This is an optimization exercise on Yosys and OpenROAD, whose aim is small area and a short achievable clock period, not a production implementation. No run shown here included a check of the RTL's function; only the layout flow was run. No activity file was given, so power comes from the tool's default toggle rates.

## flow/design.v (module list and top-level ports; edited modules follow where they fit)
// module fa: 4 lines
// module ha: 4 lines
// module top_fp_mul_N32_M23_E8: 1298 lines
module top_fp_mul_N32_M23_E8(input  wire clk,
                             input  wire [31:0] a1,
                             input  wire [31:0] b1,
                             output wire [31:0] y);
  // ...
==> flow/flow/run.sh <==
#!/bin/bash
bash standard.sh MATCH_CELL_FOOTPRINT=0 "BUFFER_PORTS_ARGS=-buffer_cell sky130_fd_sc_hd__buf_2" finish > standard.log 2>&1
==> flow/standard.sh <==
#!/bin/bash
# synth_recipe.tcl (not shown) runs the flow's synth.tcl, then flattens the netlist and writes it again
# the make line also repeats each setting of config.mk as NAME=value (left out here)
make -C /OpenROAD-flow-scripts/flow DESIGN_CONFIG=/design/flow/config.mk WORK_HOME=/design/flow/orfs CLKGATE_MAP_FILE= SYNTH_SCRIPT=/design/flow/synth_recipe.tcl "${@:-finish}"
==> flow/config.mk <==
export PLATFORM = sky130hd
export DESIGN_NAME = top_fp_mul_N32_M23_E8
export DESIGN_NICKNAME = top_fp_mul_N32_M23_E8
export VERILOG_FILES = /design/flow/design.v
export SDC_FILE = /design/flow/constraint.sdc
export NUM_CORES = 4
export LEC_CHECK = 0
export ABC_AREA = 1
export CAP_MARGIN = 20
export CORE_MARGIN = 2
export CORE_UTILIZATION = 40
export SETUP_SLACK_MARGIN = 3.5
export SLEW_MARGIN = 20
export SYNTH_HIERARCHICAL = 1
==> flow/constraint.sdc <==
create_clock -name core_clock -period 8.5 [get_ports {clk}]
set_input_delay 1.7000 -clock core_clock [delete_from_list [all_inputs] [get_ports {clk}]]
set_output_delay 1.7000 -clock core_clock [all_outputs]
set_load 0.01 [all_outputs]
==> metrics.log, run 1 <==
INFO  metric run_status = timing/DRC/antenna clean
INFO  metric crit_chain = buf_12 -> inv_6 -> fa_2 -> fa_2 -> fa_2 -> fa_2 -> fa_2 -> fa_1 -> ha_2 -> fa_2 -> nand3_2 -> nand2_4 -> nand3_2 -> nand2_2 -> nand2_2 -> nand2_4 -> fa_2 -> o21bai_4 -> xor2_1
INFO  metric crit_path_max_incr_delay = 0.57 ns
INFO  metric fin_hold_ws = 0.325 ns
INFO  metric dp_cell_count = 2,381
INFO  metric grtUsageMet1 = 31.8%
INFO  metric number_of_enable_type_register_cells_in_the_synthesized_netlist = 0
INFO  metric worstSetupEndpoint = rh1[9]
INFO  metric max_cap_violations = 0
INFO  metric total_of_clock_buffers_placed_in_the_layout = 21
INFO  metric wl_met3 = 6050 microns
INFO  metric nWellTaps = 539
INFO  metric clkPwrFrac = 7.5%
INFO  metric ios = 97
INFO  metric seq_cells = 136
INFO  metric stdcell_count = 2,462
INFO  metric final_core_utilization = 46.9%
INFO  metric vias_in_the_first_global_route = 14.6k
INFO  metric synth_async_sr_flop_share = 0%
INFO  metric maxSlewHeadroom = 54.5%
INFO  metric total_area_of_multi_input_combinational_cells = 0.0133 sq mm
INFO  metric number_of_antenna_violations_at_the_first_check_in_global_routing = 1
INFO  metric grt_setup_unrepaired = yes
INFO  metric worst-endpoint-required = 8.82 ns
INFO  metric max_flop_register = ra_n
INFO  metric signal_buffer_area_fraction = 8.48%
INFO  metric timing.clock.skew = 0.0170 ns
INFO  metric design_power_total = 9.82 mW
INFO  metric setup.worst_path.class = flip-flop to flip-flop
INFO  metric drc = 0
INFO  metric first_iter_violations = 1,444
INFO  metric report.final.hold_viol_count = 0
INFO  metric cp_num_buf_inv = 2
==> inputs of run 2 (changes only) <==
--- a/flow/design.v
+++ b/flow/design.v
@@ -7,59 +7,75 @@
   assign s = a ^ b;
   assign co = a & b;
 endmodule
 module top_fp_mul_N32_M23_E8(input  wire clk,
                              input  wire [31:0] a1,
                              input  wire [31:0] b1,
                              output wire [31:0] y);
   genvar k;
+  reg  [22:0] ra_n;           
+  reg  [11:0] one_n, two_n;   
+  wire [22:0] ra = ~ra_n;
+  reg  [10:0] negr;
+  wire [11:0] neg = {1'b1, negr};    
+  wire [11:0] nneg = ~neg;
+  wire [24:0] bx = {1'b1, b1[22:0], 1'b0};
+  wire [11:0] one_d, two_d, neg_d;
+  generate for (k = 0; k < 12; k = k + 1) begin : g_enc
+    assign one_d[k] = bx[2*k+1] ^ bx[2*k];
+    assign two_d[k] = (bx[2*k+2] & ~bx[2*k+1] & ~bx[2*k]) | (~bx[2*k+2] & bx[2*k+1] & bx[2*k]);
+    assign neg_d[k] = bx[2*k+2];
+  end endgenerate
+  reg  [7:0]  re;
+  reg         rs, rS;
   wire [22:0] za, zb;    
   assign za[0] = 1'b1;
   assign zb[0] = 1'b1;
   generate for (k = 1; k < 23; k = k + 1) begin : g_tz
     assign za[k] = ~|a1[k-1:0];
     assign zb[k] = ~|b1[k-1:0];
   end endgenerate
   wire [22:0] zab;
   generate for (k = 0; k < 23; k = k + 1) begin : g_zab
     assign zab[k] = za[k] & zb[22-k];
   end endgenerate
   wire sticky = ~|zab;
-  wire [24:0] bx = {1'b1, b1[22:0], 1'b0};
-  wire [11:0] one_d, two_d, neg_d;
-  generate for (k = 0; k < 12; k = k + 1) begin : g_enc
-    assign one_d[k] = bx[2*k+1] ^ bx[2*k];
-    assign two_d[k] = (bx[2*k+2] & ~bx[2*k+1] & ~bx[2*k]) | (~bx[2*k+2] & bx[2*k+1] & bx[2*k]);
-    assign neg_d[k] = bx[2*k+2];
-  end endgenerate
-  wire [11:0] nneg_d = ~neg_d;
+  always @(posedge clk) begin
+    ra_n <= ~a1[22:0];
+    one_n <= ~one_d;
+    two_n <= ~two_d;
+    negr <= neg_d[10:0];
+    re <= a1[30:23] + b1[30:23] + 8'd129;
+    rs <= a1[31] ^ b1[31];
+    rS <= sticky;
+  end
   wire [24:0] pp0;
   wire [24:0] pp1;
   wire [24:0] pp2;
   wire [24:0] pp3;
   wire [24:0] pp4;
   wire [24:0] pp5;
   wire [24:0] pp6;
   wire [24:0] pp7;
   wire [24:0] pp8;
   wire [24:0] pp9;
   wire [24:0] pp10;
   wire [24:0] pp11;
-  wire i1;
-  wire i2;
-  wire i3;
-  wire i4;
-  wire i5;
-  wire i6;
-  wire i7;
-  wire i8;
-  wire i9;
-  wire i10;
-  wire i11;
+  wire n1;
+  wire n2;
+  wire n3;
+  wire n4;
+  wire n5;
+  wire n6;
+  wire n7;
+  wire n8;
+  wire n9;
+  wire n10;
+  wire n11;
   wire s12;
   wire c13;
   wire s14;
   wire c15;
   wire s16;
   wire c17;
   wire s18;
   wire c19;
@@ -618,33 +634,16 @@
   wire s572;
   wire c573;
   wire s574;
   wire c575;
   wire s576;
   wire c577;
   wire s578;
   wire c579;
-  reg  [22:0] ra_n;           
-  reg  [11:0] one_n, two_n;  
-  reg  [10:0] negr;
-  reg  [7:0]  re;
-  reg         rs, rS;
-  always @(posedge clk) begin
-    ra_n  <= ~a1[22:0];
-    one_n <= ~one_d[11:0];
-    two_n <= ~two_d[11:0];
-    negr <= neg_d[10:0];
-    re   <= a1[30:23] + b1[30:23] + 8'd129;
-    rs   <= a1[31] ^ b1[31];
-    rS   <= sticky;
-  end
-  wire [11:0] neg = {1'b1, negr};    
-  wire [11:0] nneg = ~neg;
-  wire [22:0] ra = ~ra_n;
   assign pp0[0] = neg[0] ^ ((~ra_n[0] & ~one_n[0]));
   assign pp0[1] = neg[0] ^ ((~ra_n[1] & ~one_n[0]) | (~ra_n[0] & ~two_n[0]));
   assign pp0[2] = neg[0] ^ ((~ra_n[2] & ~one_n[0]) | (~ra_n[1] & ~two_n[0]));
   assign pp0[3] = neg[0] ^ ((~ra_n[3] & ~one_n[0]) | (~ra_n[2] & ~two_n[0]));
   assign pp0[4] = neg[0] ^ ((~ra_n[4] & ~one_n[0]) | (~ra_n[3] & ~two_n[0]));
   assign pp0[5] = neg[0] ^ ((~ra_n[5] & ~one_n[0]) | (~ra_n[4] & ~two_n[0]));
   assign pp0[6] = neg[0] ^ ((~ra_n[6] & ~one_n[0]) | (~ra_n[5] & ~two_n[0]));
   assign pp0[7] = neg[0] ^ ((~ra_n[7] & ~one_n[0]) | (~ra_n[6] & ~two_n[0]));
@@ -935,27 +934,27 @@
   assign pp11[17] = neg[11] ^ ((~ra_n[17] & ~one_n[11]) | (~ra_n[16] & ~two_n[11]));
   assign pp11[18] = neg[11] ^ ((~ra_n[18] & ~one_n[11]) | (~ra_n[17] & ~two_n[11]));
   assign pp11[19] = neg[11] ^ ((~ra_n[19] & ~one_n[11]) | (~ra_n[18] & ~two_n[11]));
   assign pp11[20] = neg[11] ^ ((~ra_n[20] & ~one_n[11]) | (~ra_n[19] & ~two_n[11]));
   assign pp11[21] = neg[11] ^ ((~ra_n[21] & ~one_n[11]) | (~ra_n[20] & ~two_n[11]));
   assign pp11[22] = neg[11] ^ ((~ra_n[22] & ~one_n[11]) | (~ra_n[21] & ~two_n[11]));
   assign pp11[23] = neg[11] ^ (~one_n[11] | (~ra_n[22] & ~two_n[11]));
   assign pp11[24] = neg[11] ^ (~two_n[11]);
-  assign i1 = ~pp0[22];
-  assign i2 = ~ra[4];
-  assign i3 = ~ra[6];
-  assign i4 = ~ra[8];
-  assign i5 = ~ra[10];
-  assign i6 = ~ra[12];
-  assign i7 = ~ra[14];
-  assign i8 = ~ra[16];
-  assign i9 = ~ra[18];
-  assign i10 = ~ra[20];
-  assign i11 = ~ra[22];
+  assign n1 = ~pp0[22];
+  assign n2 = ~ra[4];
+  assign n3 = ~ra[6];
+  assign n4 = ~ra[8];
+  assign n5 = ~ra[10];
+  assign n6 = ~ra[12];
+  assign n7 = ~ra[14];
+  assign n8 = ~ra[16];
+  assign n9 = ~ra[18];
+  assign n10 = ~ra[20];
+  assign n11 = ~ra[22];
   ha u13 (.a(neg[1]), .b(pp0[2]), .s(s12), .co(c13));
   ha u15 (.a(pp0[3]), .b(pp1[1]), .s(s14), .co(c15));
   fa u17 (.a(neg[2]), .b(pp0[4]), .ci(pp1[2]), .s(s16), .co(c17));
   ha u19 (.a(pp2[0]), .b(c15), .s(s18), .co(c19));
   fa u21 (.a(pp0[5]), .b(pp1[3]), .ci(pp2[1]), .s(s20), .co(c21));
   ha u23 (.a(c17), .b(c19), .s(s22), .co(c23));
   fa u25 (.a(neg[3]), .b(pp0[6]), .ci(pp1[4]), .s(s24), .co(c25));
   fa u27 (.a(pp2[2]), .b(pp3[0]), .ci(c21), .s(s26), .co(c27));
@@ -1059,17 +1058,17 @@
   fa u223 (.a(s212), .b(s214), .ci(s216), .s(s222), .co(c223));
   fa u225 (.a(c201), .b(s218), .ci(c203), .s(s224), .co(c225));
   fa u227 (.a(s220), .b(s222), .ci(c205), .s(s226), .co(c227));
   fa u229 (.a(s224), .b(c207), .ci(s226), .s(s228), .co(c229));
   ha u231 (.a(c209), .b(s228), .s(s230), .co(c231));
   fa u233 (.a(pp10[2]), .b(pp11[0]), .ci(pp1[20]), .s(s232), .co(c233));
   fa u235 (.a(pp2[18]), .b(pp3[16]), .ci(pp4[14]), .s(s234), .co(c235));
   fa u237 (.a(pp5[12]), .b(pp6[10]), .ci(pp7[8]), .s(s236), .co(c237));
-  fa u239 (.a(pp8[6]), .b(pp9[4]), .ci(i1), .s(s238), .co(c239));
+  fa u239 (.a(pp8[6]), .b(pp9[4]), .ci(n1), .s(s238), .co(c239));
   fa u241 (.a(c213), .b(c215), .ci(c217), .s(s240), .co(c241));
   fa u243 (.a(s232), .b(s234), .ci(s236), .s(s242), .co(c243));
   fa u245 (.a(s238), .b(c219), .ci(c221), .s(s244), .co(c245));
   fa u247 (.a(c223), .b(s240), .ci(s242), .s(s246), .co(c247));
   fa u249 (.a(c225), .b(s244), .ci(s246), .s(s248), .co(c249));
   fa u251 (.a(c227), .b(s248), .ci(c229), .s(s250), .co(c251));
   fa u253 (.a(pp0[22]), .b(pp0[23]), .ci(pp10[3]), .s(s252), .co(c253));
   fa u255 (.a(pp11[1]), .b(pp1[21]), .ci(pp2[19]), .s(s254), .co(c255));
@@ -1121,17 +1120,17 @@
   fa u347 (.a(pp6[15]), .b(pp7[13]), .ci(pp8[11]), .s(s346), .co(c347));
   fa u349 (.a(pp9[9]), .b(s340), .ci(c319), .s(s348), .co(c349));
   fa u351 (.a(c321), .b(c323), .ci(c325), .s(s350), .co(c351));
   fa u353 (.a(s342), .b(s344), .ci(s346), .s(s352), .co(c353));
   fa u355 (.a(c327), .b(c329), .ci(s348), .s(s354), .co(c355));
   fa u357 (.a(c331), .b(s350), .ci(s352), .s(s356), .co(c357));
   fa u359 (.a(c333), .b(s354), .ci(c335), .s(s358), .co(c359));
   fa u361 (.a(s356), .b(c337), .ci(s358), .s(s360), .co(c361));
-  fa u363 (.a(i2), .b(c341), .ci(pp10[8]), .s(s362), .co(c363));
+  fa u363 (.a(n2), .b(c341), .ci(pp10[8]), .s(s362), .co(c363));
   fa u365 (.a(pp11[6]), .b(pp2[24]), .ci(pp3[22]), .s(s364), .co(c365));
   fa u367 (.a(pp4[20]), .b(pp5[18]), .ci(pp6[16]), .s(s366), .co(c367));
   fa u369 (.a(pp7[14]), .b(pp8[12]), .ci(pp9[10]), .s(s368), .co(c369));
   fa u371 (.a(c343), .b(c345), .ci(c347), .s(s370), .co(c371));
   fa u373 (.a(s362), .b(s364), .ci(s366), .s(s372), .co(c373));
   fa u375 (.a(s368), .b(c349), .ci(c351), .s(s374), .co(c375));
   fa u377 (.a(c353), .b(s370), .ci(s372), .s(s376), .co(c377));
   fa u379 (.a(c355), .b(s374), .ci(c357), .s(s378), .co(c379));
@@ -1141,17 +1140,17 @@
   fa u387 (.a(pp4[21]), .b(pp5[19]), .ci(pp6[17]), .s(s386), .co(c387));
   fa u389 (.a(pp7[15]), .b(pp8[13]), .ci(pp9[11]), .s(s388), .co(c389));
   fa u391 (.a(s382), .b(c363), .ci(c365), .s(s390), .co(c391));
   fa u393 (.a(c367), .b(c369), .ci(s384), .s(s392), .co(c393));
   fa u395 (.a(s386), .b(s388), .ci(c371), .s(s394), .co(c395));
   fa u397 (.a(s390), .b(c373), .ci(s392), .s(s396), .co(c397));
   fa u399 (.a(c375), .b(s394), .ci(c377), .s(s398), .co(c399));
   fa u401 (.a(s396), .b(c379), .ci(s398), .s(s400), .co(c401));
-  fa u403 (.a(i3), .b(c383), .ci(pp10[10]), .s(s402), .co(c403));
+  fa u403 (.a(n3), .b(c383), .ci(pp10[10]), .s(s402), .co(c403));
   fa u405 (.a(pp11[8]), .b(pp3[24]), .ci(pp4[22]), .s(s404), .co(c405));
   fa u407 (.a(pp5[20]), .b(pp6[18]), .ci(pp7[16]), .s(s406), .co(c407));
   fa u409 (.a(pp8[14]), .b(pp9[12]), .ci(c385), .s(s408), .co(c409));
   fa u411 (.a(c387), .b(c389), .ci(s402), .s(s410), .co(c411));
   fa u413 (.a(s404), .b(s406), .ci(c391), .s(s412), .co(c413));
   fa u415 (.a(s408), .b(c393), .ci(s410), .s(s414), .co(c415));
   fa u417 (.a(c395), .b(s412), .ci(c397), .s(s416), .co(c417));
   fa u419 (.a(s414), .b(c399), .ci(s416), .s(s418), .co(c419));
@@ -1159,149 +1158,193 @@
   fa u423 (.a(pp10[11]), .b(pp11[9]), .ci(pp4[23]), .s(s422), .co(c423));
   fa u425 (.a(pp5[21]), .b(pp6[19]), .ci(pp7[17]), .s(s424), .co(c425));
   fa u427 (.a(pp8[15]), .b(pp9[13]), .ci(s420), .s(s426), .co(c427));
   fa u429 (.a(c403), .b(c405), .ci(c407), .s(s428), .co(c429));
   fa u431 (.a(s422), .b(s424), .ci(s426), .s(s430), .co(c431));
   fa u433 (.a(c409), .b(c411), .ci(s428), .s(s432), .co(c433));
   fa u435 (.a(s430), .b(c413), .ci(c415), .s(s434), .co(c435));
   fa u437 (.a(s432), .b(c417), .ci(s434), .s(s436), .co(c437));
-  fa u439 (.a(i4), .b(c421), .ci(pp10[12]), .s(s438), .co(c439));
+  fa u439 (.a(n4), .b(c421), .ci(pp10[12]), .s(s438), .co(c439));
   fa u441 (.a(pp11[10]), .b(pp4[24]), .ci(pp5[22]), .s(s440), .co(c441));
   fa u443 (.a(pp6[20]), .b(pp7[18]), .ci(pp8[16]), .s(s442), .co(c443));
   fa u445 (.a(pp9[14]), .b(c423), .ci(c425), .s(s444), .co(c445));
   fa u447 (.a(c427), .b(s438), .ci(s440), .s(s446), .co(c447));
   fa u449 (.a(s442), .b(c429), .ci(c431), .s(s448), .co(c449));
   fa u451 (.a(s444), .b(s446), .ci(c433), .s(s450), .co(c451));
   fa u453 (.a(s448), .b(c435), .ci(s450), .s(s452), .co(c453));
   fa u455 (.a(nneg[4]), .b(ra[8]), .ci(ra[9]), .s(s454), .co(c455));
   fa u457 (.a(pp10[13]), .b(pp11[11]), .ci(pp5[23]), .s(s456), .co(c457));
   fa u459 (.a(pp6[21]), .b(pp7[19]), .ci(pp8[17]), .s(s458), .co(c459));
   fa u461 (.a(pp9[15]), .b(s454), .ci(c439), .s(s460), .co(c461));
   fa u463 (.a(c441), .b(c443), .ci(s456), .s(s462), .co(c463));
   fa u465 (.a(s458), .b(c445), .ci(s460), .s(s464), .co(c465));
   fa u467 (.a(c447), .b(s462), .ci(c449), .s(s466), .co(c467));
   fa u469 (.a(s464), .b(c451), .ci(s466), .s(s468), .co(c469));
-  fa u471 (.a(i5), .b(c455), .ci(pp10[14]), .s(s470), .co(c471));
+  fa u471 (.a(n5), .b(c455), .ci(pp10[14]), .s(s470), .co(c471));
   fa u473 (.a(pp11[12]), .b(pp5[24]), .ci(pp6[22]), .s(s472), .co(c473));
   fa u475 (.a(pp7[20]), .b(pp8[18]), .ci(pp9[16]), .s(s474), .co(c475));
   fa u477 (.a(c457), .b(c459), .ci(s470), .s(s476), .co(c477));
   fa u479 (.a(s472), .b(s474), .ci(c461), .s(s478), .co(c479));
   fa u481 (.a(c463), .b(s476), .ci(s478), .s(s480), .co(c481));
   fa u483 (.a(c465), .b(c467), .ci(s480), .s(s482), .co(c483));
   fa u485 (.a(nneg[5]), .b(ra[10]), .ci(ra[11]), .s(s484), .co(c485));
   fa u487 (.a(pp10[15]), .b(pp11[13]), .ci(pp6[23]), .s(s486), .co(c487));
   fa u489 (.a(pp7[21]), .b(pp8[19]), .ci(pp9[17]), .s(s488), .co(c489));
   fa u491 (.a(s484), .b(c471), .ci(c473), .s(s490), .co(c491));
   fa u493 (.a(c475), .b(s486), .ci(s488), .s(s492), .co(c493));
   fa u495 (.a(c477), .b(s490), .ci(s492), .s(s494), .co(c495));
   fa u497 (.a(c479), .b(s494), .ci(c481), .s(s496), .co(c497));
-  fa u499 (.a(i6), .b(c485), .ci(pp10[16]), .s(s498), .co(c499));
+  fa u499 (.a(n6), .b(c485), .ci(pp10[16]), .s(s498), .co(c499));
   fa u501 (.a(pp11[14]), .b(pp6[24]), .ci(pp7[22]), .s(s500), .co(c501));
   fa u503 (.a(pp8[20]), .b(pp9[18]), .ci(c487), .s(s502), .co(c503));
   fa u505 (.a(c489), .b(s498), .ci(s500), .s(s504), .co(c505));
   fa u507 (.a(c491), .b(s502), .ci(c493), .s(s506), .co(c507));
   fa u509 (.a(s504), .b(s506), .ci(c495), .s(s508), .co(c509));
   fa u511 (.a(nneg[6]), .b(ra[12]), .ci(ra[13]), .s(s510), .co(c511));
   fa u513 (.a(pp10[17]), .b(pp11[15]), .ci(pp7[23]), .s(s512), .co(c513));
   fa u515 (.a(pp8[21]), .b(pp9[19]), .ci(s510), .s(s514), .co(c515));
   fa u517 (.a(c499), .b(c501), .ci(s512), .s(s516), .co(c517));
   fa u519 (.a(s514), .b(c503), .ci(c505), .s(s518), .co(c519));
   fa u521 (.a(s516), .b(c507), .ci(s518), .s(s520), .co(c521));
-  fa u523 (.a(i7), .b(c511), .ci(pp10[18]), .s(s522), .co(c523));
+  fa u523 (.a(n7), .b(c511), .ci(pp10[18]), .s(s522), .co(c523));
   fa u525 (.a(pp11[16]), .b(pp7[24]), .ci(pp8[22]), .s(s524), .co(c525));
   fa u527 (.a(pp9[20]), .b(c513), .ci(c515), .s(s526), .co(c527));
   fa u529 (.a(s522), .b(s524), .ci(c517), .s(s528), .co(c529));
   fa u531 (.a(s526), .b(c519), .ci(s528), .s(s530), .co(c531));
   fa u533 (.a(nneg[7]), .b(ra[14]), .ci(ra[15]), .s(s532), .co(c533));
   fa u535 (.a(pp10[19]), .b(pp11[17]), .ci(pp8[23]), .s(s534), .co(c535));
   fa u537 (.a(pp9[21]), .b(s532), .ci(c523), .s(s536), .co(c537));
   fa u539 (.a(c525), .b(s534), .ci(c527), .s(s538), .co(c539));
   fa u541 (.a(s536), .b(c529), .ci(s538), .s(s540), .co(c541));
-  fa u543 (.a(i8), .b(c533), .ci(pp10[20]), .s(s542), .co(c543));
+  fa u543 (.a(n8), .b(c533), .ci(pp10[20]), .s(s542), .co(c543));
   fa u545 (.a(pp11[18]), .b(pp8[24]), .ci(pp9[22]), .s(s544), .co(c545));
   fa u547 (.a(c535), .b(s542), .ci(s544), .s(s546), .co(c547));
   fa u549 (.a(c537), .b(s546), .ci(c539), .s(s548), .co(c549));
   fa u551 (.a(nneg[8]), .b(ra[16]), .ci(ra[17]), .s(s550), .co(c551));
   fa u553 (.a(pp10[21]), .b(pp11[19]), .ci(pp9[23]), .s(s552), .co(c553));
   fa u555 (.a(s550), .b(c543), .ci(c545), .s(s554), .co(c555));
   fa u557 (.a(s552), .b(c547), .ci(s554), .s(s556), .co(c557));
-  fa u559 (.a(i9), .b(c551), .ci(pp10[22]), .s(s558), .co(c559));
+  fa u559 (.a(n9), .b(c551), .ci(pp10[22]), .s(s558), .co(c559));
   fa u561 (.a(pp11[20]), .b(pp9[24]), .ci(c553), .s(s560), .co(c561));
   fa u563 (.a(s558), .b(c555), .ci(s560), .s(s562), .co(c563));
   fa u565 (.a(nneg[9]), .b(ra[18]), .ci(ra[19]), .s(s564), .co(c565));
   fa u567 (.a(pp10[23]), .b(pp11[21]), .ci(s564), .s(s566), .co(c567));
   fa u569 (.a(c559), .b(s566), .ci(c561), .s(s568), .co(c569));
-  fa u571 (.a(i10), .b(c565), .ci(pp10[24]), .s(s570), .co(c571));
+  fa u571 (.a(n10), .b(c565), .ci(pp10[24]), .s(s570), .co(c571));
   fa u573 (.a(pp11[22]), .b(c567), .ci(s570), .s(s572), .co(c573));
   fa u575 (.a(nneg[10]), .b(ra[20]), .ci(ra[21]), .s(s574), .co(c575));
   fa u577 (.a(pp11[23]), .b(s574), .ci(c571), .s(s576), .co(c577));
-  fa u579 (.a(i11), .b(c575), .ci(pp11[24]), .s(s578), .co(c579));
-  wire [18:0] lx = {c155, c139, c123, c109, c95, s92, c71, c61, c51, s48, c35, s32, s26, s20, s16, c13, pp1[0], pp0[1], neg[0]};
-  wire [18:0] ly = {s172, s154, s138, s122, s108, s94, s82, s70, s60, s50, s42, s34, s28, s22, s18, s14, s12, 1'b0, pp0[0]};
-  wire [19:0] lsum = {1'b0, lx} + {1'b0, ly};
-  wire [3:0] mx = {c231, c211, c191, s188};
-  wire [3:0] my = {s250, s230, s210, s190};
-  wire x23 = s272;
-  wire [7:0] lgx = {c419, c401, c381, c361, c339, c317, c295, c273};
-  wire [7:0] lgy = {s436, s418, s400, s380, s360, s338, s316, s294};
-  wire [15:0] hgx = {c579, c577, c573, c569, c563, c557, c549, c541, c531, c521, c509, c497, c483, c469, c453, c437};
-  wire [15:0] hgy = {i11, s578, s576, s572, s568, s562, s556, s548, s540, s530, s520, s508, s496, s482, s468, s452};
-  wire [15:0] hg0 = hgx & hgy;
-  wire [15:0] hp0 = hgx ^ hgy;
-  wire [15:0] hg1 = {(hg0[15] | (hp0[15] & hg0[14])), (hg0[14]), (hg0[13] | (hp0[13] & hg0[12])), (hg0[12]), (hg0[11] | (hp0[11] & hg0[10])), (hg0[10]), (hg0[9] | (hp0[9] & hg0[8])), (hg0[8]), (hg0[7] | (hp0[7] & hg0[6])), (hg0[6]), (hg0[5] | (hp0[5] & hg0[4])), (hg0[4]), (hg0[3] | (hp0[3] & hg0[2])), (hg0[2]), (hg0[1] | (hp0[1] & hg0[0])), (hg0[0])};
-  wire [15:0] hp1 = {(hp0[15] & hp0[14]), (hp0[14]), (hp0[13] & hp0[12]), (hp0[12]), (hp0[11] & hp0[10]), (hp0[10]), (hp0[9] & hp0[8]), (hp0[8]), (hp0[7] & hp0[6]), (hp0[6]), (hp0[5] & hp0[4]), (hp0[4]), (hp0[3] & hp0[2]), (hp0[2]), (hp0[1] & hp0[0]), (hp0[0])};
-  wire [15:0] hg2 = {(hg1[15] | (hp1[15] & hg1[13])), (hg1[14] | (hp1[14] & hg1[13])), (hg1[13]), (hg1[12]), (hg1[11] | (hp1[11] & hg1[9])), (hg1[10] | (hp1[10] & hg1[9])), (hg1[9]), (hg1[8]), (hg1[7] | (hp1[7] & hg1[5])), (hg1[6] | (hp1[6] & hg1[5])), (hg1[5]), (hg1[4]), (hg1[3] | (hp1[3] & hg1[1])), (hg1[2] | (hp1[2] & hg1[1])), (hg1[1]), (hg1[0])};
-  wire [15:0] hp2 = {(hp1[15] & hp1[13]), (hp1[14] & hp1[13]), (hp1[13]), (hp1[12]), (hp1[11] & hp1[9]), (hp1[10] & hp1[9]), (hp1[9]), (hp1[8]), (hp1[7] & hp1[5]), (hp1[6] & hp1[5]), (hp1[5]), (hp1[4]), (hp1[3] & hp1[1]), (hp1[2] & hp1[1]), (hp1[1]), (hp1[0])};
-  wire [15:0] hg3 = {(hg2[15] | (hp2[15] & hg2[11])), (hg2[14] | (hp2[14] & hg2[11])), (hg2[13] | (hp2[13] & hg2[11])), (hg2[12] | (hp2[12] & hg2[11])), (hg2[11]), (hg2[10]), (hg2[9]), (hg2[8]), (hg2[7] | (hp2[7] & hg2[3])), (hg2[6] | (hp2[6] & hg2[3])), (hg2[5] | (hp2[5] & hg2[3])), (hg2[4] | (hp2[4] & hg2[3])), (hg2[3]), (hg2[2]), (hg2[1]), (hg2[0])};
-  wire [15:0] hp3 = {(hp2[15] & hp2[11]), (hp2[14] & hp2[11]), (hp2[13] & hp2[11]), (hp2[12] & hp2[11]), (hp2[11]), (hp2[10]), (hp2[9]), (hp2[8]), (hp2[7] & hp2[3]), (hp2[6] & hp2[3]), (hp2[5] & hp2[3]), (hp2[4] & hp2[3]), (hp2[3]), (hp2[2]), (hp2[1]), (hp2[0])};
-  wire [15:0] hg4 = {(hg3[15] | (hp3[15] & hg3[7])), (hg3[14] | (hp3[14] & hg3[7])), (hg3[13] | (hp3[13] & hg3[7])), (hg3[12] | (hp3[12] & hg3[7])), (hg3[11] | (hp3[11] & hg3[7])), (hg3[10] | (hp3[10] & hg3[7])), (hg3[9] | (hp3[9] & hg3[7])), (hg3[8] | (hp3[8] & hg3[7])), (hg3[7]), (hg3[6]), (hg3[5]), (hg3[4]), (hg3[3]), (hg3[2]), (hg3[1]), (hg3[0])};
-  wire [15:0] hp4 = {(hp3[15] & hp3[7]), (hp3[14] & hp3[7]), (hp3[13] & hp3[7]), (hp3[12] & hp3[7]), (hp3[11] & hp3[7]), (hp3[10] & hp3[7]), (hp3[9] & hp3[7]), (hp3[8] & hp3[7]), (hp3[7]), (hp3[6]), (hp3[5]), (hp3[4]), (hp3[3]), (hp3[2]), (hp3[1]), (hp3[0])};
-  wire [15:0] hs0 = (hgx ^ hgy) ^ {hg4[14:0], 1'b0};
-  wire [15:0] hs1 = (hgx ^ hgy) ^ {hg4[14:0] | hp4[14:0], 1'b1};
-  reg         rx23, rcj, rS2, rs2;
-  reg  [7:0] rlx, rly;     
-  reg  [15:0] rh0, rh1;     
-  reg  [3:0] rmx, rmy;      
+  fa u579 (.a(n11), .b(c575), .ci(pp11[24]), .s(s578), .co(c579));
+  wire [21:0] lx = {c211, c191, s188, c155, c139, c123, c109, c95, s92, c71, c61, c51, s48, c35, s32, s26, s20, s16, c13, pp1[0], pp0[1], neg[0]};
+  wire [21:0] ly = {s230, s210, s190, s172, s154, s138, s122, s108, s94, s82, s70, s60, s50, s42, s34, s28, s22, s18, s14, s12, 1'b0, pp0[0]};
+  wire cg1 = (lx[1] & ly[1]) | ((lx[1] | ly[1]) & (lx[0] & ly[0]));
+  wire cp1 = (lx[1] | ly[1]) & (lx[0] | ly[0]);
+  wire cg2 = (lx[3] & ly[3]) | ((lx[3] | ly[3]) & (lx[2] & ly[2]));
+  wire cp2 = (lx[3] | ly[3]) & (lx[2] | ly[2]);
+  wire cg3 = cg2 | (cp2 & cg1);
+  wire cp3 = cp2 & cp1;
+  wire cg4 = (lx[4] & ly[4]) | ((lx[4] | ly[4]) & cg3);
+  wire cp4 = (lx[4] | ly[4]) & cp3;
+  wire cg5 = (lx[5] & ly[5]) | ((lx[5] | ly[5]) & cg4);
+  wire cp5 = (lx[5] | ly[5]) & cp4;
+  wire cg6 = (lx[6] & ly[6]) | ((lx[6] | ly[6]) & cg5);
+  wire cp6 = (lx[6] | ly[6]) & cp5;
+  wire cg7 = (lx[7] & ly[7]) | ((lx[7] | ly[7]) & cg6);
+  wire cp7 = (lx[7] | ly[7]) & cp6;
+  wire cg8 = (lx[8] & ly[8]) | ((lx[8] | ly[8]) & cg7);
+  wire cp8 = (lx[8] | ly[8]) & cp7;
+  wire cg9 = (lx[9] & ly[9]) | ((lx[9] | ly[9]) & cg8);
+  wire cp9 = (lx[9] | ly[9]) & cp8;
+  wire cg10 = (lx[11] & ly[11]) | ((lx[11] | ly[11]) & (lx[10] & ly[10]));
+  wire cp10 = (lx[11] | ly[11]) & (lx[10] | ly[10]);
+  wire cg11 = (lx[12] & ly[12]) | ((lx[12] | ly[12]) & cg10);
+  wire cp11 = (lx[12] | ly[12]) & cp10;
+  wire cg12 = (lx[13] & ly[13]) | ((lx[13] | ly[13]) & cg11);
+  wire cp12 = (lx[13] | ly[13]) & cp11;
+  wire cg13 = (lx[14] & ly[14]) | ((lx[14] | ly[14]) & cg12);
+  wire cp13 = (lx[14] | ly[14]) & cp12;
+  wire cg14 = (lx[16] & ly[16]) | ((lx[16] | ly[16]) & (lx[15] & ly[15]));
+  wire cp14 = (lx[16] | ly[16]) & (lx[15] | ly[15]);
+  wire cg15 = (lx[18] & ly[18]) | ((lx[18] | ly[18]) & (lx[17] & ly[17]));
+  wire cp15 = (lx[18] | ly[18]) & (lx[17] | ly[17]);
+  wire cg16 = cg13 | (cp13 & cg9);
+  wire cp16 = cp13 & cp9;
+  wire cg17 = cg15 | (cp15 & cg14);
+  wire cp17 = cp15 & cp14;
+  wire cg18 = (lx[19] & ly[19]) | ((lx[19] | ly[19]) & cg17);
+  wire cp18 = (lx[19] | ly[19]) & cp17;
+  wire cg19 = (lx[21] & ly[21]) | ((lx[21] | ly[21]) & (lx[20] & ly[20]));
+  wire cp19 = (lx[21] | ly[21]) & (lx[20] | ly[20]);
+  wire cg20 = cg18 | (cp18 & cg16);
+  wire cp20 = cp18 & cp16;
+  wire cg21 = cg19 | (cp19 & cg20);
+  wire cp21 = cp19 & cp20;
+  wire [22:22] lsum;
+  assign lsum[22] = cg21;
+  wire [0:0] mx = {c231 ^ s250};    
+  wire [0:0] my = {c231 & s250};    
+  wire [24:0] hx = {(c579 ^ n11), (c577 ^ s578), (c573 ^ s576), (c569 ^ s572), (c563 ^ s568), (c557 ^ s562), (c549 ^ s556), (c541 ^ s548), (c531 ^ s540), (c521 ^ s530), (c509 ^ s520), (c497 ^ s508), (c483 ^ s496), (c469 ^ s482), (c453 ^ s468), (c437 ^ s452), (c419 ^ s436), (c401 ^ s418), (c381 ^ s400), (c361 ^ s380), (c339 ^ s360), (c317 ^ s338), c295, c273, s272};
+  wire [23:0] hy = {(c579 & n11), (c577 & s578), (c573 & s576), (c569 & s572), (c563 & s568), (c557 & s562), (c549 & s556), (c541 & s548), (c531 & s540), (c521 & s530), (c509 & s520), (c497 & s508), (c483 & s496), (c469 & s482), (c453 & s468), (c437 & s452), (c419 & s436), (c401 & s418), (c381 & s400), (c361 & s380), (c339 & s360), (c317 & s338), s316, s294};
+  reg  [24:0] rx;           
+  reg  [23:0] ry;
+  reg  [0:0] rmx, rmy;     
+  reg         rcj, rS2, rs2;
   reg  [7:0]  re2;
   always @(posedge clk) begin
-    rx23 <= x23;
-    rlx  <= lgx;
-    rly  <= lgy;
-    rh0  <= hs0;
-    rh1  <= hs1;
+    rx   <= hx;
+    ry   <= hy;
     rmx  <= mx;
     rmy  <= my;
-    rcj  <= lsum[19];
+    rcj  <= lsum[22];
     rS2  <= rS;
     rs2  <= rs;
     re2  <= re;
   end
-  wire [4:0] msum = {1'b0, rmx} + {1'b0, rmy} + {4'd0, rcj};
-  wire q_p22 = msum[3];
-  wire q_c23 = msum[4];
+  wire q_p22 = rmx[0] ^ rcj;
+  wire q_c23 = rmy[0] | (rmx[0] & rcj);
   wire r1 = q_p22 | rS2;
   wire r0 = q_p22 & rS2;
-  wire q_p0 = rx23 ^ q_c23;
-  wire q_g0 = rx23 & q_c23;
-  wire ci_n  = q_g0;                    
+  wire q_p0 = rx[0] ^ q_c23;
+  wire q_g0 = rx[0] & q_c23;
+  wire ci_n  = q_g0;                  
   wire ci_r0 = q_g0 | (q_p0 & r0);
   wire ci_r1 = q_g0 | (q_p0 & r1);
-  wire [7:0] lp = rlx ^ rly;
-  wire [7:0] lg0 = rlx & rly;
-  wire [7:0] lp0 = lp;
-  wire [7:0] lg1 = {(lg0[7] | (lp0[7] & lg0[6])), (lg0[6]), (lg0[5] | (lp0[5] & lg0[4])), (lg0[4]), (lg0[3] | (lp0[3] & lg0[2])), (lg0[2]), (lg0[1] | (lp0[1] & lg0[0])), (lg0[0])};
-  wire [7:0] lp1 = {(lp0[7] & lp0[6]), (lp0[6]), (lp0[5] & lp0[4]), (lp0[4]), (lp0[3] & lp0[2]), (lp0[2]), (lp0[1] & lp0[0]), (lp0[0])};
-  wire [7:0] lg2 = {(lg1[7] | (lp1[7] & lg1[5])), (lg1[6] | (lp1[6] & lg1[5])), (lg1[5]), (lg1[4]), (lg1[3] | (lp1[3] & lg1[1])), (lg1[2] | (lp1[2] & lg1[1])), (lg1[1]), (lg1[0])};
-  wire [7:0] lp2 = {(lp1[7] & lp1[5]), (lp1[6] & lp1[5]), (lp1[5]), (lp1[4]), (lp1[3] & lp1[1]), (lp1[2] & lp1[1]), (lp1[1]), (lp1[0])};
-  wire [7:0] lg3 = {(lg2[7] | (lp2[7] & lg2[3])), (lg2[6] | (lp2[6] & lg2[3])), (lg2[5] | (lp2[5] & lg2[3])), (lg2[4] | (lp2[4] & lg2[3])), (lg2[3]), (lg2[2]), (lg2[1]), (lg2[0])};
-  wire [7:0] lp3 = {(lp2[7] & lp2[3]), (lp2[6] & lp2[3]), (lp2[5] & lp2[3]), (lp2[4] & lp2[3]), (lp2[3]), (lp2[2]), (lp2[1]), (lp2[0])};
-  wire [8:0] cn  = {lg3 | (lp3 & {8{ci_n}}),  ci_n};
-  wire [8:0] cr0 = {lg3 | (lp3 & {8{ci_r0}}), ci_r0};
-  wire [8:0] cr1 = {lg3 | (lp3 & {8{ci_r1}}), ci_r1};
-  wire [24:0] w0 = {cr0[8] ? rh1 : rh0, lp ^ cr0[7:0], q_p0 ^ r0};
-  wire [24:0] w1 = {cr1[8] ? rh1 : rh0, lp ^ cr1[7:0], q_p0 ^ r1};
-  wire n = cn[8] ? rh1[15] : rh0[15];
+  wire [24:1] p, g;
+  genvar b;
+  generate for (b = 1; b <= 24; b = b + 1) begin : g_pg
+    if (b > 2) begin : g_reg
+      assign p[b] = rx[b];
+      assign g[b] = ry[b-1];
+    end else begin : g_add
+      assign p[b] = rx[b] ^ ry[b-1];
+      assign g[b] = rx[b] & ry[b-1];
+    end
+  end endgenerate
+  wire [23:0] gl [0:5];
+  wire [23:0] pl [0:5];
+  assign gl[0] = g[24:1];
+  assign pl[0] = p[24:1];
+  genvar l, i;
+  generate for (l = 0; l < 5; l = l + 1) begin : g_lvl
+    for (i = 0; i < 24; i = i + 1) begin : g_bit
+      if ((i >> l) & 1) begin : g_comb
+        localparam integer J = ((i >> l) << l) - 1;
+        assign gl[l+1][i] = gl[l][i] | (pl[l][i] & gl[l][J]);
+        assign pl[l+1][i] = pl[l][i] & pl[l][J];
+      end else begin : g_pass
+        assign gl[l+1][i] = gl[l][i];
+        assign pl[l+1][i] = pl[l][i];
+      end
+    end
+  end endgenerate
+  wire [23:0] G = gl[5];
+  wire [23:0] Pp = pl[5];
+  wire [24:1] cr0 = {G[22:0] | (Pp[22:0] & {23{ci_r0}}), ci_r0};
+  wire [24:1] cr1 = {G[22:0] | (Pp[22:0] & {23{ci_r1}}), ci_r1};
+  wire [24:0] w0 = {p ^ cr0, q_p0 ^ r0};
+  wire [24:0] w1 = {p ^ cr1, q_p0 ^ r1};
+  wire n = p[24] ^ (G[22] | (Pp[22] & ci_n));
   wire [7:0] re2p1 = re2 + 8'd1;
   wire [7:0] e = n ? re2p1 : re2;
   wire [22:0] m = n ? w1[23:1] : w0[22:0];
   assign y = {rs2, e, m};
 endmodule
==> flow/config.mk (replaced) <==
export PLATFORM = sky130hd
export DESIGN_NAME = top_fp_mul_N32_M23_E8
export DESIGN_NICKNAME = top_fp_mul_N32_M23_E8
export VERILOG_FILES = /design/flow/design.v
export SDC_FILE = /design/flow/constraint.sdc
export NUM_CORES = 4
export LEC_CHECK = 0
export ABC_AREA = 1
export CAP_MARGIN = 20
export CORE_MARGIN = 2
export CORE_UTILIZATION = 40
export CTS_CLUSTER_SIZE = 30
export PLACE_DENSITY = 0.75
export SETUP_SLACK_MARGIN = 3.75
export SLEW_MARGIN = 70
export SYNTH_HIERARCHICAL = 1
==> metrics.log, run 2 <==
INFO  metric p_sw = 3.59 mW
INFO  metric leakagePower = 7.86 nW
INFO  metric seqPwrFrac = 14.4%
INFO  metric post_synth.cell_area_avg = 9.26 sq um
INFO  metric iteration_count_of_the_initial_detailed_routing_pass = 5
INFO  metric design_power_total = 7.29 mW (-26%)
INFO  metric cpLargestDelayFamily = simple AND/OR/NAND/NOR gates
INFO  metric clock_tree.htree_level_count = 4
INFO  metric synth_async_sr_flop_share = 0% (unchanged)
INFO  metric cts_inserted_buffers = 17
INFO  metric totalWireLength = 48,600 microns
INFO  metric proportion_of_synthesized_chip_area_in_sequential_cells = 15.8%
INFO  metric dp.final_hpwl = 35,200 microns
INFO  metric synth_largest_area_cell = fa_1
INFO  metric place.port_buffers = 96
INFO  metric post_drt_wl_per_cell = 20.9 microns
INFO  metric first_iter_violations = 1,493 (+3.4%)
INFO  metric worstSetupEndpointType = primary output
INFO  metric ios = 97 (unchanged)
INFO  metric clock_insertion_delay_worst_skew = 0.45 ns
INFO  metric detail_route.vias_per_cell = 5.75
INFO  metric timing.clock.skew = 0.0196 ns (+0.00257 ns)
INFO  metric yosys_warnings = 7
INFO  metric clockBufferDepth = 2
INFO  metric buffer_type_at_the_clock_tree_root = clkbuf_16
INFO  metric synth_cell_types = 42
INFO  metric die_width = 206 microns
INFO  metric dieHeight = 206 microns
INFO  metric dpl_worst_slack = 3.62 ns
INFO  metric least_margin_pin_slew = 0.460 ns
INFO  metric synthesis.area = 0.0163 sq mm
INFO  metric number_of_enable_type_register_cells_in_the_synthesized_netlist = 0 (unchanged)
INFO  metric worst-endpoint-required = 6.80 ns (-2.02 ns)
INFO  metric vias_in_the_first_global_route = 13.8k (-6.0%)
INFO  metric setup.worst_path.class = flip-flop to primary output
INFO  metric min_period = 4.60 ns
INFO  metric tightest_hold_check_type = flip-flop to flip-flop
INFO  metric mostFrequentLayoutCell = xor2_1
INFO  metric cts_tree = built
INFO  metric pwr-share-comb = 75.6%
INFO  metric crit_chain = ha_4 -> a21o_1 -> a21oi_2 -> o21bai_2 -> nand2_1 -> nand2_4 -> nand2_2 -> nand2_2 -> nand2_1 -> nand3_1 -> nand2_4 -> nand2_8 -> buf_6 -> nand2_1 -> o21ai_0 -> buf_2
INFO  metric drc = 0 (unchanged)
INFO  metric synthesized_netlist_cell_count = 1,765
INFO  metric largest_reg_flops = 25
INFO  metric reg_clk_slew_reported_paths = 0.06 ns
INFO  metric final_min_period_over_clock_period = 54.1%
INFO  metric crit_fanout = 10
INFO  metric syn_to_final_growth = 10.7%
INFO  metric antenna_left = 0
INFO  metric grt_pass1_wl = 75,600 microns
INFO  metric core-area = 0.0406 sq mm
INFO  metric finalWeightedCongestion = 0.920
INFO  metric finalNetCount = 2,178
INFO  metric post-synth-top-area-fraction = 32.8%
INFO  metric cts_sinks = 129
INFO  metric global_route.overflow_total = 0
INFO  metric ys_ff_latch = 129
INFO  metric cp_num_buf_inv = 2 (unchanged)
INFO  metric ys_dominant_reg_cell = dfxtp_1
INFO  metric max_clock_freq = 217 MHz
INFO  metric max_cap_violations = 0 (unchanged)
INFO  metric synth.area.top_cells = fa_1 (33%), dfxtp_1 (16%), xor2_1 (16%)
INFO  metric grt_setup_unrepaired = no
INFO  metric crit_path_max_incr_delay = 0.33 ns (-0.24 ns)
INFO  metric arrival = 2.90 ns
INFO  metric peakVddDrop = 186 uV
INFO  metric num_antenna_cells = 0
INFO  metric number_of_antenna_violations_at_the_first_check_in_global_routing = 0 (-1)
INFO  metric cpMaxStageDelayCell = dfxtp_1
INFO  metric cp-start-kind = flip-flop
INFO  metric maxSlewHeadroom = 69.3% (+15 points)
INFO  metric max_flop_register = rx
INFO  metric clkPwrFrac = 10.0% (+2.5 points)
INFO  metric top_regs = rx: 25 flops, ra_n: 23 flops, ry: 23 flops
INFO  metric syn-num-nets = 2,159
INFO  metric most_frequent_cell_on_the_critical_path = nand2_1
INFO  metric final.fill_count = 3,875
INFO  metric grt_max_degree = 28
INFO  metric p_per_area = 403 mW/mm^2
INFO  metric grt_usage = 23.2%
INFO  metric power.switching_fraction = 49.3%
INFO  metric timing.final.max_slew_violations = 0
INFO  metric final_core_utilization = 44.6% (-2.3 points)
INFO  metric rows = 74
INFO  metric num_vias = 13.4k
INFO  metric cellInternalPower = 3.70 mW
INFO  metric synth_commonest_cells = xor2_1 (293), fa_1 (268), o22ai_1 (244)
INFO  metric final_layout_size_suffix_gt1_share = 13.1%
INFO  metric initial_utilization = 40.3%
INFO  metric setup_viol_count_final = 0
INFO  metric setup_total_negative_slack = 0 ns
INFO  metric postLayoutSetupSlackWorst = 3.90 ns
INFO  metric run_status = timing/DRC/antenna clean
INFO  metric report.final.hold_viol_count = 0 (unchanged)
INFO  metric yosysMostFrequentCell = xor2_1
INFO  metric die-area = 0.0425 sq mm
INFO  metric mostFrequentLayoutCells = xor2_1 (293), fa_1 (267), o22ai_1 (244)
run 2: Yosys stat by module, one instance, submodules excluded:
module / area [sq um] / flip-flops and latches
fa: 20.0 / 0
ha: 12.5 / 0
top_fp_mul_N32_M23_E8: 10800 / 129
run 2: power groups by stage:
| stage | combinational (mW) | clock (mW) | sequential [mW] |
|---|---|---|---|
| finish | 5.51 | 0.729 | 1.05 |
| global route | 6.33 | 0.769 | 1.07 |
| CTS | 5.50 | 0.741 | 1.04 |
| detailed placement | 5.35 | 0 | 1.05 |
| global placement | 5.12 | 0 | 1.04 |
| floorplan | 3.85 | 0 | 0.970 |
run 2: worst register-to-register path, cell delays in order (launching register included):
cell and delay (ns):
dfxtp_1 0.32, buf_4 0.33, o22ai_1 0.15, xor2_1 0.23, fa_1 0.49, fa_1 0.44
fa_1 0.58, fa_1 0.43, ha_1 0.19, ha_1 0.28, or2_2 0.31, and3_1 0.17
a211oi_1 0.22, nand2_1 0.11, nand2_1 0.07, nand2_1 0.04
run 2: final timing paths:
path | depth (start not counted) | endpoint | slack [ns] | start
min reg2reg | 0 | re2[1] | 0.33 | re[1]
max reg2reg | 15 | rcj | 4.04 | one_n[5]
min | 0 | re2[1] | 0.33 | re[1]
max | 16 | y[2] | 3.90 | rx[2]
run 2: area by class of cell:
class                      instances  area [sq um]  area share [%]
sequential                       129          2670            14.7
clock inverter                    14           136           0.753
clock buffer                      18           450            2.49
multi-input combinational       1359         12800            70.7
tap                              532           666            3.68
inverter                         140           554            3.06
timing repair buffer             137           833            4.60
run 2: per-layer routing:
metal  GRT usage (%)  vias up  share of wire [%]
met4            7.02        0                2.5
met1            31.3     6612                 42
met2            36.9      755                 46
li1                -     5921                  -
met5               0        -                  0
met3            5.64      114                9.9
run 2: metrics by stage:
stage	instances	cell area (sq um)	hold slack [ns]
after floorplan	1765	16300	0.310
after global placement	2288	17200	0.310
after detailed placement	2288	17300	0.314
after CTS	2324	18000	0.329
after global routing	2329	18100	0.330
final	2329	18100	0.328
run 2: kinds of logic after synthesis:
logic type               synth area share (%)
AO/OA/AOI/OAI                            14.6
adder cells (fa/ha/maj)                  37.5
XOR/XNOR                                 17.1
AND/OR/NAND/NOR                          8.28
buffers and inverters                    6.62
flip-flops                               15.8
multiplexers                           0.0689
run 2: timing repair:
action                     4_1_cts  5_1_grt
gates cloned                     1        1
pin swaps                        2        3
gates resized for setup         12       20
hold buffers                     0        0
setup buffers                    3        4
setup endpoints to repair       27       31

==> afterwards: timing with drivers on the ports <==
The results above use ideal ports. As a check the final layouts listed here were re-extracted and re-timed, cells and wires unchanged. Step 1 assumes that a clkbuf_16 drives the clock port and a buf_2 every other input. Step 2 moves the port delays by t, midway between the first and last clock arrival at a register: inputs arrive t later, outputs are due t later. That takes back most of the time a late clock gives input paths. a / b / c = ideal ports / drivers / drivers and shift; a / b = the first two.
| run | t, ns | setup WS [ns] | slew at the worst register clock pin (ns) | worst slew at a driven data input, ns | pins driven straight from the clock port |
|---|---|---|---|---|---|
| run 1 | 0.496 | 3.580 / 3.580 / 3.580 | 0.07 / 0.07 | 0.03 | 1 |
| run 2 | 0.487 | 3.901 / 3.855 / 4.037 | 0.08 / 0.08 | 0.05 | 1 |
After both steps setup and hold are still met in every run listed.
